This design comes from an exercise in tuning for small area on the open sky130 flow, not from production work. Function was checked by simulation only, so behaviour that the tests miss may differ from the original. No activity file was given, so power comes from the tool's default toggle rates.

==> 07-18: inputs <==
==> flow/design.v (excerpt) <==
module tpumac
 #(parameter BITS_AB=8,
   parameter BITS_C=16)
  (
   input clk, rst_n, WrEn, en,
   input signed [BITS_AB-1:0] Ain,
   input signed [BITS_AB-1:0] Bin,
   input signed [BITS_C-1:0] Cin,
   output reg signed [BITS_AB-1:0] Aout,
   output reg signed [BITS_AB-1:0] Bout,
   output reg signed [BITS_C-1:0] Cout
  );
  wire ld0, acc1, ag2, ag3, ag4, ag5, ag6, ag7, ag8, ag9, ldn10, mn11, mn12, mn13, mn14, mn15;
  wire mn16, mn17, mn18, mn19, mn20, mn21, mn22, mn23, mn24, mn25, mn26, pp27, pp28, pp29, pp30, pp31;
  wire pp32, pp33, pp34, pp35, pp36, pp37, pp38, pp39, pp40, pp41, pp42, pp43, pp44, pp45, pp46, pp47;
  wire pp48, pp49, pp50, pp51, pp52, pp53, pp54, pp55, pp56, pp57, pp58, pp59, pp60, pp61, pp62, pp63;
  wire pp64, pp65, pp66, pp67, pp68, pp69, pp70, pp71, pp72, pp73, pp74, pp75, pp76, pp77, pp78, pp79;
  wire pp80, pp81, pp82, pp83, pp84, pp85, pp86, pp87, pp88, pp89, pp90, pp91, s92, hc93, f94, f95;
  wire s96, hc97, f98, f99, f100, f101, s102, hc103, f104, f105, f106, f107, f108, f109, s110, hc111;
  wire f112, f113, f114, f115, f116, f117, f118, f119, s120, hc121, f122, f123, f124, f125, f126, f127;
  wire f128, f129, f130, f131, f132, f133, f134, f135, f136, f137, f138, f139, f140, f141, hs142, hc143;
  wire f144, f145, f146, f147, f148, f149, f150, f151, f152, f153, f154, f155, f156, f157, f158, f159;
  wire f160, f161, f162, f163, f164, f165, f166, f167, f168, f169, hs170, hc171, f172, f173, f174, f175;
  ...
export LEC_CHECK = 0
export CAP_MARGIN = 20
export CORE_MARGIN = 2
export CORE_UTILIZATION = 75
export GPL_TIMING_DRIVEN = 0
export SETUP_SLACK_MARGIN = -0.1
export SLEW_MARGIN = 20
create_clock -name core_clock -period 5.2 [get_ports {clk}]
standard.sh (not shown) runs the stock make flow with config.mk's settings and CLKGATE_MAP_FILE= SYNTH_SCRIPT=/design/flow/synth_recipe.tcl, a recipe that flattens the netlist after the stock synthesis.
==> flow/flow/run.sh <==
#!/bin/bash
# Own layout flow: the standard synthesis is run unchanged (it names the registers), then
# its combinational mapping is replaced by flow/netlist.v, the same circuit as rtl/tpumac.sv
# mapped cell for cell by gen/gen.py, after checking that both have the same registers (name
# and cell type). The rest is the standard layout, with the port buffers made of buf_1.
set -euo pipefail
R=orfs/results/${FLOW_PLATFORM}/tpumac/base
bash standard.sh synth > run_synth.log 2>&1
python3 flow/swap.py "$R/1_2_yosys.v" flow/netlist.v > run_swap.log 2>&1
rm -f "$R/1_synth.odb" "$R/1_synth.sdc"
export BUFFER_PORTS_ARGS="-buffer_cell sky130_fd_sc_hd__buf_1"
export CTS_ARGS="-sink_clustering_enable -repair_clock_nets -dont_use_dummy_load -root_buf sky130_fd_sc_hd__clkbuf_4 -buf_list {sky130_fd_sc_hd__clkbuf_4}"
bash standard.sh finish > run_finish.log 2>&1
Other scripts of this flow, unchanged in this note and not shown: flow/flow/netlist.v, flow/flow/swap.py
==> 04-26 (differences from 07-18) <==
- CORE_UTILIZATION: 75 -> 60
- SETUP_SLACK_MARGIN: -0.1 -> default
==> 09-28 (differences from 07-18) <==
- SETUP_SLACK_MARGIN: -0.1 -> default
==> comparison table <==
| item | 07-18 | 09-28 | 04-26 |
|---|---|---|---|
| Leakage power | 1.15 nW | 1.16 nW | 1.16 nW |
| Fin area | 3370 µm² | 3380 µm² | 3410 µm² |
| Area of the multi-input gates | 2170 µm² | 2190 µm² | 2190 µm² |
| Clock group share of total power | 7.6% | 7.5% | 7.5% |
| RD Place Congestion | 0.848 | 0.848 | 0.818 |
| Wire length of the first global-routing pass | 12.3 mm | 12.3 mm | 11.3 mm |
| Starting DRC count in detailed routing | 271 | 244 | 114 |
| Status | no timing/DRC/antenna violations | no timing/DRC/antenna violations | no timing/DRC/antenna violations |
| Crit path setup slack, layout | 158 ps | 211 ps | 235 ps |
| Combinational share of power | 70.4% | 70.6% | 70.2% |
| GRT Overall Usage | 39.0% | 39.0% | 27.9% |
| Combinational power | 1.21 mW | 1.22 mW | 1.19 mW |
| Dpl hpwl | 5.79 mm | 5.79 mm | 5.19 mm |
| Met3 routed WL | 579 µm | 650 µm | 325 µm |
| Fraction of the cycle the final worst path needs | 97.0% | 95.9% | 95.5% |
| Initial Util | 80.0% | 80.0% | 63.0% |

[afterwards: timing with drivers on the ports]
The results above use ideal ports. As a check the final layouts listed here were re-extracted and re-timed, cells and wires unchanged.
Step 1, drivers: a clkbuf_16 drives clk and a buf_2 each remaining input, both assumed.
Step 2 moves the port delays by t, midway between the first and last clock arrival at a register: inputs arrive t later, outputs are due t later. That takes back most of the time a late clock gives input paths.
a / b / c = ideal ports / drivers / drivers and shift; a / b = the first two.
| run | t, ns | setup slack, ns | latest minus earliest clock arrival (ns) | worst slew at a driven data input, ns | pins driven straight from the clock port |
|---|---|---|---|---|---|
| 07-18 | 0.356 | 0.158 / 0.160 / -0.196 | 0.008 / 0.008 | 0.06 | 1 |
| 04-26 | 0.359 | 0.235 / 0.239 / -0.120 | 0.024 / 0.024 | 0.03 | 1 |
| 09-28 | 0.353 | 0.211 / 0.212 / -0.141 | 0.014 / 0.014 | 0.06 | 1 |
With both steps, setup timing fails in every run listed, where it was met with ideal ports. The setup slack of 04-26, which loses most, moves by +0.004 ns with the drivers and by -0.355 ns with both steps.
